Source: an optimization exercise on an open RTL-to-GDS flow (aim: small area, a short achievable clock period and few clock cycles per item). Production flows keep margins and buffers that such runs may drop.

==> flow/design.v <==
module sqrt_mult_system (
    input clk_i,
    input rst_i,
    input start_i,
    input [7:0] a_bi,
    input [7:0] b_bi,
    output [15:0] result,
    output done
);
    wire t_g1 = a_bi[1] & a_bi[0];
    wire t_p1 = a_bi[1] ^ a_bi[0];
    wire t_g2 = a_bi[2] & a_bi[1];
    wire t_p2 = a_bi[2] ^ a_bi[1];
    wire t_g3 = a_bi[3] & a_bi[2];
    wire t_p3 = a_bi[3] ^ a_bi[2];
    wire t_g4 = a_bi[4] & a_bi[3];
    wire t_p4 = a_bi[4] ^ a_bi[3];
    wire t_g5 = a_bi[5] & a_bi[4];
    wire t_p5 = a_bi[5] ^ a_bi[4];
    wire t_g6 = a_bi[6] & a_bi[5];
    wire t_p6 = a_bi[6] ^ a_bi[5];
    wire t_g7 = a_bi[7] & a_bi[6];
    wire t_p7 = a_bi[7] ^ a_bi[6];
    wire t_s0_1p = t_p1 & a_bi[0];
    wire t_s0_3g = t_g3 | (t_p3 & t_g2);
    wire t_s0_3p = t_p3 & t_p2;
    wire t_s0_5g = t_g5 | (t_p5 & t_g4);
    wire t_s0_5p = t_p5 & t_p4;
    wire t_s0_7g = t_g7 | (t_p7 & t_g6);
    wire t_s0_7p = t_p7 & t_p6;
    wire t_s1_2g = t_g2 | (t_p2 & t_g1);
    wire t_s1_2p = t_p2 & t_s0_1p;
    wire t_s1_3g = t_s0_3g | (t_s0_3p & t_g1);
    wire t_s1_3p = t_s0_3p & t_s0_1p;
    wire t_s1_6g = t_g6 | (t_p6 & t_s0_5g);
    wire t_s1_6p = t_p6 & t_s0_5p;
    wire t_s1_7g = t_s0_7g | (t_s0_7p & t_s0_5g);
    wire t_s1_7p = t_s0_7p & t_s0_5p;
    wire t_s2_4g = t_g4 | (t_p4 & t_s1_3g);
    wire t_s2_4p = t_p4 & t_s1_3p;
    wire t_s2_5g = t_s0_5g | (t_s0_5p & t_s1_3g);
    wire t_s2_5p = t_s0_5p & t_s1_3p;
    wire t_s2_6g = t_s1_6g | (t_s1_6p & t_s1_3g);
    wire t_s2_6p = t_s1_6p & t_s1_3p;
    wire t_s2_7g = t_s1_7g | (t_s1_7p & t_s1_3g);
    wire t_s2_7p = t_s1_7p & t_s1_3p;
    wire t_s3_8g = a_bi[7] & t_s2_7g;
    wire t_s3_8p = a_bi[7] & t_s2_7p;
    wire t_x2 = t_p2 ^ t_g1;
    wire t_x3 = t_p3 ^ t_s1_2g;
    wire t_x4 = t_p4 ^ t_s1_3g;
    wire t_x5 = t_p5 ^ t_s2_4g;
    wire t_x6 = t_p6 ^ t_s2_5g;
    wire t_x7 = t_p7 ^ t_s2_6g;
    wire t_x8 = a_bi[7] ^ t_s2_7g;
    wire c1 = b_bi >= 8'd1;
    wire c2 = b_bi >= 8'd4;
    wire c3 = b_bi >= 8'd9;
    wire c4 = b_bi >= 8'd16;
    wire c5 = b_bi >= 8'd25;
    wire c6 = b_bi >= 8'd36;
    wire c7 = b_bi >= 8'd49;
    wire c8 = b_bi >= 8'd64;
    wire c9 = b_bi >= 8'd81;
    wire c10 = b_bi >= 8'd100;
    wire c11 = b_bi >= 8'd121;
    wire c12 = b_bi >= 8'd144;
    wire c13 = b_bi >= 8'd169;
    wire c14 = b_bi >= 8'd196;
    wire c15 = b_bi >= 8'd225;
    wire le1 = (c1 & ~c2) | (c5 & ~c6) | (c9 & ~c10) | (c13 & ~c14);
    wire le2 = (c2 & ~c3) | (c6 & ~c7) | (c10 & ~c11) | (c14 & ~c15);
    wire le3 = (c3 & ~c4) | (c7 & ~c8) | (c11 & ~c12) | c15;
    wire he1 = c4 & ~c8;
    wire he2 = c8 & ~c12;
    wire lv0 = (le1 & a_bi[0]) | (le3 & a_bi[0]);
    wire lv1 = (le1 & a_bi[1]) | (le2 & a_bi[0]) | (le3 & t_p1);
    wire lv2 = (le1 & a_bi[2]) | (le2 & a_bi[1]) | (le3 & t_x2);
    wire lv3 = (le1 & a_bi[3]) | (le2 & a_bi[2]) | (le3 & t_x3);
    wire lv4 = (le1 & a_bi[4]) | (le2 & a_bi[3]) | (le3 & t_x4);
    wire lv5 = (le1 & a_bi[5]) | (le2 & a_bi[4]) | (le3 & t_x5);
    wire lv6 = (le1 & a_bi[6]) | (le2 & a_bi[5]) | (le3 & t_x6);
    wire lv7 = (le1 & a_bi[7]) | (le2 & a_bi[6]) | (le3 & t_x7);
    wire lv8 = (le2 & a_bi[7]) | (le3 & t_x8);
    wire lv9 = (le3 & t_s3_8g);
    wire hv0 = (he1 & a_bi[0]) | (c12 & a_bi[0]);
    wire hv1 = (he1 & a_bi[1]) | (he2 & a_bi[0]) | (c12 & t_p1);
    wire hv2 = (he1 & a_bi[2]) | (he2 & a_bi[1]) | (c12 & t_x2);
    wire hv3 = (he1 & a_bi[3]) | (he2 & a_bi[2]) | (c12 & t_x3);
    wire hv4 = (he1 & a_bi[4]) | (he2 & a_bi[3]) | (c12 & t_x4);
    wire hv5 = (he1 & a_bi[5]) | (he2 & a_bi[4]) | (c12 & t_x5);
    wire hv6 = (he1 & a_bi[6]) | (he2 & a_bi[5]) | (c12 & t_x6);
    wire hv7 = (he1 & a_bi[7]) | (he2 & a_bi[6]) | (c12 & t_x7);
    wire hv8 = (he2 & a_bi[7]) | (c12 & t_x8);
    wire hv9 = (c12 & t_s3_8g);
    wire fl_g0 = lv2 & hv0;
    wire fl_p0 = lv2 ^ hv0;
    wire fl_g1 = lv3 & hv1;
    wire fl_p1 = lv3 ^ hv1;
    wire fl_s0_1g = fl_g1 | (fl_p1 & fl_g0);
    wire fl_s0_1p = fl_p1 & fl_p0;
    wire fl_x1 = fl_p1 ^ fl_g0;
    reg        done_r;
    reg [3:0] res_lo;
    reg        cy_r;
    reg [5:0] up_lo;
    reg [7:0] up_hi;
    always @(posedge clk_i) begin
        done_r <= start_i & ~rst_i;
        res_lo <= {fl_x1, fl_p0, lv1, lv0};
        cy_r <= {fl_s0_1g};
        up_lo <= {lv9, lv8, lv7, lv6, lv5, lv4};
        up_hi <= {hv9, hv8, hv7, hv6, hv5, hv4, hv3, hv2};
    end
    wire fu_g0 = up_lo[0] & up_hi[0];
    wire fu_p0 = up_lo[0] ^ up_hi[0];
    wire fu_g1 = up_lo[1] & up_hi[1];
    wire fu_p1 = up_lo[1] ^ up_hi[1];
    wire fu_g2 = up_lo[2] & up_hi[2];
    wire fu_p2 = up_lo[2] ^ up_hi[2];
    wire fu_g3 = up_lo[3] & up_hi[3];
    wire fu_p3 = up_lo[3] ^ up_hi[3];
    wire fu_g4 = up_lo[4] & up_hi[4];
    wire fu_p4 = up_lo[4] ^ up_hi[4];
    wire fu_g5 = up_lo[5] & up_hi[5];
    wire fu_p5 = up_lo[5] ^ up_hi[5];
    wire fu_gc = fu_g0 | (fu_p0 & cy_r);
    wire fu_s0_1g = fu_g1 | (fu_p1 & fu_gc);
    wire fu_s0_1p = fu_p1 & fu_p0;
    wire fu_s0_3g = fu_g3 | (fu_p3 & fu_g2);
    wire fu_s0_3p = fu_p3 & fu_p2;
    wire fu_s0_5g = fu_g5 | (fu_p5 & fu_g4);
    wire fu_s0_5p = fu_p5 & fu_p4;
    wire fu_s0_7p = up_hi[7] & up_hi[6];
    wire fu_s1_2g = fu_g2 | (fu_p2 & fu_s0_1g);
    wire fu_s1_2p = fu_p2 & fu_s0_1p;
    wire fu_s1_3g = fu_s0_3g | (fu_s0_3p & fu_s0_1g);
    wire fu_s1_3p = fu_s0_3p & fu_s0_1p;
    wire fu_s1_6g = up_hi[6] & fu_s0_5g;
    wire fu_s1_6p = up_hi[6] & fu_s0_5p;
    wire fu_s1_7g = fu_s0_7p & fu_s0_5g;
    wire fu_s1_7p = fu_s0_7p & fu_s0_5p;
    wire fu_s2_4g = fu_g4 | (fu_p4 & fu_s1_3g);
    wire fu_s2_4p = fu_p4 & fu_s1_3p;
    wire fu_s2_5g = fu_s0_5g | (fu_s0_5p & fu_s1_3g);
    wire fu_s2_5p = fu_s0_5p & fu_s1_3p;
    wire fu_s2_6g = fu_s1_6g | (fu_s1_6p & fu_s1_3g);
    wire fu_s2_6p = fu_s1_6p & fu_s1_3p;
    wire fu_s2_7g = fu_s1_7g | (fu_s1_7p & fu_s1_3g);
    wire fu_s2_7p = fu_s1_7p & fu_s1_3p;
    wire fu_x0 = fu_p0 ^ cy_r;
    wire fu_x1 = fu_p1 ^ fu_gc;
    wire fu_x2 = fu_p2 ^ fu_s0_1g;
    wire fu_x3 = fu_p3 ^ fu_s1_2g;
    wire fu_x4 = fu_p4 ^ fu_s1_3g;
    wire fu_x5 = fu_p5 ^ fu_s2_4g;
    wire fu_x6 = up_hi[6] ^ fu_s2_5g;
    wire fu_x7 = up_hi[7] ^ fu_s2_6g;
    assign result = {4'b0, fu_x7, fu_x6, fu_x5, fu_x4, fu_x3, fu_x2, fu_x1, fu_x0, res_lo};
    assign done   = done_r;
endmodule
export LEC_CHECK = 0
export CAP_MARGIN = 20
export CORE_MARGIN = 2
export CORE_UTILIZATION = 40
export SETUP_SLACK_MARGIN = 2.6
export SLEW_MARGIN = 20
create_clock -name core_clock -period 5.0 [get_ports {clk_i}]
standard.sh (not shown) runs the stock make flow with config.mk's settings and CLKGATE_MAP_FILE= SYNTH_SCRIPT=/design/flow/synth_recipe.tcl, a recipe that flattens the netlist after the stock synthesis.
==> flow/flow/run.sh <==
#!/bin/bash
# Layout flow: the standard ORFS flow, with two changes.
#  1. Synthesis is ORFS's own script (with the standard flow's -nofsm -noshare wrapper,
#     flatten and renaming, as in synth_recipe.tcl), but ABC maps with the
#     script in flow/abc.script and full/half adder extraction can be skipped.
#  2. The port buffers inserted during placement are buf cells instead of
#     the slow clkdlybuf cells that buffer_ports picks by default.
# Settings come from flow/params.sh. Each tool's output goes to its own log.
set -euo pipefail
HERE=$(pwd)
source "$HERE/flow/params.sh"
export MY_ABC_SCRIPT="$HERE/flow/abc.script"
export MY_NOFA
export BUFFER_PORTS_ARGS="-buffer_cell $PORT_BUFFER"
sed "s#SYNTH_SCRIPT=[^ ]*#SYNTH_SCRIPT=$HERE/flow/synth.tcl#" standard.sh > my_standard.sh
bash my_standard.sh finish > flow_make.log 2>&1
==> flow/flow/abc.script <==
strash
dch
map -a
topo
stime -c
==> flow/flow/params.sh <==
MY_NOFA=1
PORT_BUFFER=sky130_fd_sc_hd__buf_1
==> flow/flow/synth.tcl <==
# synth_recipe.tcl with two hooks: abc runs flow/abc.script (MY_ABC_SCRIPT),
# and extract_fa is skipped when MY_NOFA is 1.
proc synth {args} { yosys synth -nofsm -noshare {*}$args }
proc abc {args} {
  set out {}
  set skip 0
  foreach a $args {
    if {$skip} { set skip 0; continue }
    if {$a eq "-script" || $a eq "-D"} { set skip 1; continue }
    lappend out $a
  }
  lappend out -script $::env(MY_ABC_SCRIPT)
  yosys abc {*}$out
}
if {$::env(MY_NOFA)} { proc extract_fa {args} {} }
source $::env(SCRIPTS_DIR)/synth.tcl
# left out here: clear keep_hierarchy, flatten, clean up, hide names made inside functions, write 1_2_yosys.v
Change:
--- a/flow/design.v
+++ b/flow/design.v
@@ -94,68 +94,64 @@
     wire hv8 = (he2 & a_bi[7]) | (c12 & t_x8);
     wire hv9 = (c12 & t_s3_8g);
     wire fl_g0 = lv2 & hv0;
     wire fl_p0 = lv2 ^ hv0;
     wire fl_g1 = lv3 & hv1;
     wire fl_p1 = lv3 ^ hv1;
+    wire fl_g2 = lv4 & hv2;
+    wire fl_p2 = lv4 ^ hv2;
+    wire fl_g3 = lv5 & hv3;
+    wire fl_p3 = lv5 ^ hv3;
     wire fl_s0_1g = fl_g1 | (fl_p1 & fl_g0);
     wire fl_s0_1p = fl_p1 & fl_p0;
+    wire fl_s0_3g = fl_g3 | (fl_p3 & fl_g2);
+    wire fl_s0_3p = fl_p3 & fl_p2;
+    wire fl_s1_2g = fl_g2 | (fl_p2 & fl_s0_1g);
+    wire fl_s1_2p = fl_p2 & fl_s0_1p;
+    wire fl_s1_3g = fl_s0_3g | (fl_s0_3p & fl_s0_1g);
+    wire fl_s1_3p = fl_s0_3p & fl_s0_1p;
     wire fl_x1 = fl_p1 ^ fl_g0;
+    wire fl_x2 = fl_p2 ^ fl_s0_1g;
+    wire fl_x3 = fl_p3 ^ fl_s1_2g;
     reg        done_r;
-    reg [3:0] res_lo;
+    reg [5:0] res_lo;
     reg        cy_r;
-    reg [5:0] up_lo;
-    reg [7:0] up_hi;
+    reg [3:0] up_lo;
+    reg [5:0] up_hi;
     always @(posedge clk_i) begin
         done_r <= start_i & ~rst_i;
-        res_lo <= {fl_x1, fl_p0, lv1, lv0};
-        cy_r <= {fl_s0_1g};
-        up_lo <= {lv9, lv8, lv7, lv6, lv5, lv4};
-        up_hi <= {hv9, hv8, hv7, hv6, hv5, hv4, hv3, hv2};
+        res_lo <= {fl_x3, fl_x2, fl_x1, fl_p0, lv1, lv0};
+        cy_r <= {fl_s1_3g};
+        up_lo <= {lv9, lv8, lv7, lv6};
+        up_hi <= {hv9, hv8, hv7, hv6, hv5, hv4};
     end
     wire fu_g0 = up_lo[0] & up_hi[0];
     wire fu_p0 = up_lo[0] ^ up_hi[0];
     wire fu_g1 = up_lo[1] & up_hi[1];
     wire fu_p1 = up_lo[1] ^ up_hi[1];
     wire fu_g2 = up_lo[2] & up_hi[2];
     wire fu_p2 = up_lo[2] ^ up_hi[2];
     wire fu_g3 = up_lo[3] & up_hi[3];
     wire fu_p3 = up_lo[3] ^ up_hi[3];
-    wire fu_g4 = up_lo[4] & up_hi[4];
-    wire fu_p4 = up_lo[4] ^ up_hi[4];
-    wire fu_g5 = up_lo[5] & up_hi[5];
-    wire fu_p5 = up_lo[5] ^ up_hi[5];
     wire fu_gc = fu_g0 | (fu_p0 & cy_r);
     wire fu_s0_1g = fu_g1 | (fu_p1 & fu_gc);
     wire fu_s0_1p = fu_p1 & fu_p0;
     wire fu_s0_3g = fu_g3 | (fu_p3 & fu_g2);
     wire fu_s0_3p = fu_p3 & fu_p2;
-    wire fu_s0_5g = fu_g5 | (fu_p5 & fu_g4);
-    wire fu_s0_5p = fu_p5 & fu_p4;
-    wire fu_s0_7p = up_hi[7] & up_hi[6];
+    wire fu_s0_5p = up_hi[5] & up_hi[4];
     wire fu_s1_2g = fu_g2 | (fu_p2 & fu_s0_1g);
     wire fu_s1_2p = fu_p2 & fu_s0_1p;
     wire fu_s1_3g = fu_s0_3g | (fu_s0_3p & fu_s0_1g);
     wire fu_s1_3p = fu_s0_3p & fu_s0_1p;
-    wire fu_s1_6g = up_hi[6] & fu_s0_5g;
-    wire fu_s1_6p = up_hi[6] & fu_s0_5p;
-    wire fu_s1_7g = fu_s0_7p & fu_s0_5g;
-    wire fu_s1_7p = fu_s0_7p & fu_s0_5p;
-    wire fu_s2_4g = fu_g4 | (fu_p4 & fu_s1_3g);
-    wire fu_s2_4p = fu_p4 & fu_s1_3p;
-    wire fu_s2_5g = fu_s0_5g | (fu_s0_5p & fu_s1_3g);
+    wire fu_s2_4g = up_hi[4] & fu_s1_3g;
+    wire fu_s2_4p = up_hi[4] & fu_s1_3p;
+    wire fu_s2_5g = fu_s0_5p & fu_s1_3g;
     wire fu_s2_5p = fu_s0_5p & fu_s1_3p;
-    wire fu_s2_6g = fu_s1_6g | (fu_s1_6p & fu_s1_3g);
-    wire fu_s2_6p = fu_s1_6p & fu_s1_3p;
-    wire fu_s2_7g = fu_s1_7g | (fu_s1_7p & fu_s1_3g);
-    wire fu_s2_7p = fu_s1_7p & fu_s1_3p;
     wire fu_x0 = fu_p0 ^ cy_r;
     wire fu_x1 = fu_p1 ^ fu_gc;
     wire fu_x2 = fu_p2 ^ fu_s0_1g;
     wire fu_x3 = fu_p3 ^ fu_s1_2g;
-    wire fu_x4 = fu_p4 ^ fu_s1_3g;
-    wire fu_x5 = fu_p5 ^ fu_s2_4g;
-    wire fu_x6 = up_hi[6] ^ fu_s2_5g;
-    wire fu_x7 = up_hi[7] ^ fu_s2_6g;
-    assign result = {4'b0, fu_x7, fu_x6, fu_x5, fu_x4, fu_x3, fu_x2, fu_x1, fu_x0, res_lo};
+    wire fu_x4 = up_hi[4] ^ fu_s1_3g;
+    wire fu_x5 = up_hi[5] ^ fu_s2_4g;
+    assign result = {4'b0, fu_x5, fu_x4, fu_x3, fu_x2, fu_x1, fu_x0, res_lo};
     assign done   = done_r;
 endmodule
Outcome: Die area drops by 6.7%; hold slack is better by 0.026 ns; cell area went up by 2.0%; core utilization climbs by 7.7 points; via count climbs by 0.82%; non-clock buffer count came out higher by 7; clock-buffer cell count went down by 1.
Function was not checked in any run of this note: the RTL went through the layout flow alone.

[afterwards: timing with drivers on the ports]
The results above use ideal ports. As a check the final layouts listed here were re-extracted and re-timed, cells and wires unchanged.
Step 1 assumes that a clkbuf_16 drives the clock port and a buf_2 every other input.
Step 2 times the ports against the registers' clock, not the clock port: input delays grow and output delays shrink by t, the midpoint of the rising clock arrivals with the driver on.
Slacks: no drivers / after step 1 / after step 2; pairs: no drivers / after step 1.
run | t (ns) | setup WS [ns] | worst hold slack (ns) | worst setup path after step 2
the first run | 0.327 | 1.755 / 1.732 / 2.059 | 0.828 / 0.829 / 1.155 | register to output
the second run | 0.312 | 2.122 / 2.100 / 1.861 | 0.855 / 0.856 / 1.168 | input to register
After both steps setup and hold are still met in every run listed. The setup slack of the second run, which loses most, moves by -0.022 ns with the drivers and by -0.261 ns with both steps.
